Context: an optimization exercise on an open-source flow, tuned for small area, a short achievable clock period and few clock cycles per item. The choices shown serve that exercise and are no tape-out recipe.
RTL that was checked went through simulation tests only; none was proved equivalent to the original.
Power and IR drop assume default switching activity.

==> flow/design.v (excerpt) <==
module mproc (input wire clk, reset, input wire [15:0] ins, output wire [15:0] addr,
  output wire wb_en, output wire [2:0] wb_addr, output wire [15:0] wb_data, output wire cout);
==> module rd_bit, before the edit <==
module rd_bit (input wire [7:0] s, input wire [7:0] r, output wire o);
  assign o = |(s & r);
endmodule
clock: 11.0 ns
lec_check: 0
cap_margin: 20
core_margin: 2
core_utilization: 40
slew_margin: 20
synth_hierarchical: 1
standard.sh (not shown) runs the stock make flow with config.mk's settings and CLKGATE_MAP_FILE= SYNTH_SCRIPT=/design/flow/synth_recipe.tcl, a recipe that flattens the netlist after the stock synthesis.
==> flow/flow/run.sh <==
#!/bin/bash
# Layout flow: the standard synthesis unchanged, then the standard ORFS
# steps with these changes (settings in flow/params.sh):
#  - repair_timing is asked to leave a setup margin (SETUP_SLACK_MARGIN); the
#    design is still laid out and signed off at the design's clock period,
#    the margin only makes the resizer work harder;
#  - ports are buffered with plain buffers, and delay cells are not used as
#    buffers;
#  - clock tree buffers as set in CTS_ARGS;
#  - after global routing, optionally the worst paths are upsized
#    (flow/upsize.tcl), then cells are downsized where that keeps the setup
#    slack (flow/downsize.tcl).
# Each tool's output goes to its own log in this folder.
set -uo pipefail
source flow/params.sh
export FLOWDIR=$PWD/flow
bash standard.sh synth > synth.log 2>&1 || exit 1
export DONT_USE_CELLS="$EXTRA_DONT_USE"
VARS=(SETUP_SLACK_MARGIN=$MARGIN "BUFFER_PORTS_ARGS=$BUFFER_PORTS_ARGS" "${EXTRA[@]}")
if [[ -n "${DOWNSIZE_MARGIN:-}" ]]; then
  export DOWNSIZE_MARGIN DOWNSIZE_HOLD_MARGIN UPSIZE_TARGET=${UPSIZE_TARGET:-}
  VARS+=("POST_GLOBAL_ROUTE_TCL=$FLOWDIR/downsize_hook.tcl")
fi
bash standard.sh "${VARS[@]}" finish > layout.log 2>&1
Other scripts of this flow, unchanged in this note and not shown: flow/flow/downsize.tcl, flow/flow/downsize_hook.tcl, flow/flow/params.sh, flow/flow/upsize.tcl
==> next run, changes <==
--- a/flow/design.v
+++ b/flow/design.v
@@ -3,5 +3,9 @@
 endmodule
 module rd_bit (input wire [7:0] s, input wire [7:0] r, output wire o);
-  assign o = |(s & r);
+  wire x0, x1, x2;
+  g_aoi222 u0 (s[0], r[0], s[1], r[1], s[2], r[2], x0);
+  g_aoi222 u1 (s[3], r[3], s[4], r[4], s[5], r[5], x1);
+  g_aoi22 u2 (s[6], r[6], s[7], r[7], x2);
+  g_nand3 u3 (x0, x1, x2, o);
 endmodule
 module g_inv (input wire a, output wire y);
@@ -47,4 +51,10 @@
   assign y = ~(a & b & c);
 endmodule
+module g_aoi222 (input wire a1, a2, b1, b2, c1, c2, output wire y);
+  assign y = ~((a1 & a2) | (b1 & b2) | (c1 & c2));
+endmodule
+module g_aoi22 (input wire a1, a2, b1, b2, output wire y);
+  assign y = ~((a1 & a2) | (b1 & b2));
+endmodule
 module alu (input wire [1:0] op, input wire [15:0] i0, i1,
     output wire [15:0] o, output wire cout);
=> Worst hold slack degrades by 0.0086 ns; final area goes up by 1.5%; setup slack improves by 0.012 ns; core utilization goes up by 0.68 points; power goes up by 3.7%.
No run of this note included a check of the RTL's function; only the layout flow was run.

--- another note on this design; it stands on its own ---

Design mproc, start of the top module:
module mproc (input wire clk, reset, input wire [15:0] ins, output wire [15:0] addr,
  output wire wb_en, output wire [2:0] wb_addr, output wire [15:0] wb_data, output wire cout);
Size: roughly 55 I/O pins, roughly 0.0082 sq mm of cells after synthesis.
clock: 11.0 ns
lec_check: 0
cap_margin: 20
core_margin: 2
core_utilization: 40
slew_margin: 20
synth_hierarchical: 1
standard.sh (not shown) runs the stock make flow with config.mk's settings and CLKGATE_MAP_FILE= SYNTH_SCRIPT=/design/flow/synth_recipe.tcl, a recipe that flattens the netlist after the stock synthesis.
==> flow/flow/run.sh <==
#!/bin/bash
# Layout flow: the standard synthesis unchanged, then the standard ORFS
# steps with these changes (all from flow/params.sh):
#  - repair_timing is asked to leave a setup margin (SETUP_SLACK_MARGIN); the
#    design is still laid out and signed off at the design's clock period,
#    the margin only makes the resizer work harder;
#  - ports are buffered with plain buffers, and delay cells are not used as
#    buffers;
#  - optional extra ORFS settings (EXTRA).
set -uo pipefail
source flow/params.sh
bash standard.sh synth > synth.log 2>&1 || exit 1
export DONT_USE_CELLS="$EXTRA_DONT_USE"
bash standard.sh SETUP_SLACK_MARGIN=$MARGIN "BUFFER_PORTS_ARGS=$BUFFER_PORTS_ARGS" "${EXTRA[@]}" finish > layout.log 2>&1
==> flow/flow/params.sh <==
MARGIN=7.8
BUFFER_PORTS_ARGS="-buffer_cell sky130_fd_sc_hd__buf_2"
EXTRA_DONT_USE="sky130_fd_sc_hd__dlygate4sd1_1 sky130_fd_sc_hd__dlygate4sd2_1 sky130_fd_sc_hd__dlygate4sd3_1 sky130_fd_sc_hd__clkdlybuf4s15_1 sky130_fd_sc_hd__clkdlybuf4s15_2 sky130_fd_sc_hd__clkdlybuf4s18_1 sky130_fd_sc_hd__clkdlybuf4s18_2 sky130_fd_sc_hd__clkdlybuf4s25_1 sky130_fd_sc_hd__clkdlybuf4s25_2 sky130_fd_sc_hd__clkdlybuf4s50_1 sky130_fd_sc_hd__clkdlybuf4s50_2 sky130_fd_sc_hd__dlymetal6s2s_1 sky130_fd_sc_hd__dlymetal6s4s_1 sky130_fd_sc_hd__dlymetal6s6s_1"
EXTRA=("CTS_CLUSTER_SIZE=50" "CTS_CLUSTER_DIAMETER=200")
The starting point produced a clean layout.
Testbench counts at the start, summed over its fixed seeds: cycles 6,861, instrs 6,733.
Change:
--- a/flow/flow/params.sh
+++ b/flow/flow/params.sh
@@ -4 +4 @@
-EXTRA=("CTS_CLUSTER_SIZE=50" "CTS_CLUSTER_DIAMETER=200")
+EXTRA=()
After rerunning: The changed run passed the timing, DRC and antenna checks. Wire length is unchanged. Power does not change. Clock power hardly moves. First-iteration DRC count stays the same. Hold slack is unchanged. Final area does not change. Via count does not change. Flip-flop and latch count is unchanged. Core utilization is unchanged. Setup slack does not change. Fmax does not change.
Change:
--- a/flow/flow/params.sh
+++ b/flow/flow/params.sh
@@ -4 +4 @@
-EXTRA=()
+EXTRA=("CTS_BUF_LIST=sky130_fd_sc_hd__clkbuf_4 sky130_fd_sc_hd__clkbuf_8")
What happened: Die area does not change; final cell count goes up by 2.9%; final area increases by 2.6%.

-- afterwards: timing with drivers on the ports --
No port has a modelled driver above. Below, the same layouts with a new extraction and two added sets of constraints.
Step 1 sets driving cells, clkbuf_16 on the clock port and buf_2 on the other inputs (assumed; they add their load-dependent delay and slew).
Step 2 also shifts input and output timing later by t, the mid clock arrival at the registers, as if the neighbouring blocks saw the same clock.
Three values: no drivers, after step 1, after step 2; two values: the first two.
| run | shift t [ns] | setup slack, ns | worst setup path at the end | worst slew at a driven data input, ns |
|---|---|---|---|---|
| the first run of note 1 | 0.436 | 7.907 / 7.865 / 7.993 | register to register | 0.03 |
| the second run of note 1 | 0.429 | 7.920 / 7.878 / 7.998 | register to register | 0.03 |
| the first run of note 2 | 0.482 | 7.768 / 7.768 / 7.380 | input to register | 0.04 |
| the second run of note 2 | 0.482 | 7.768 / 7.768 / 7.380 | input to register | 0.04 |
| the third run of note 2 | 0.520 | 7.779 / 7.779 / 7.368 | input to register | 0.04 |
After both steps setup and hold are still met in every run listed. For the third run of note 2, which loses most, drivers alone change the setup slack by 0.000 ns; drivers and shift together by -0.411 ns.
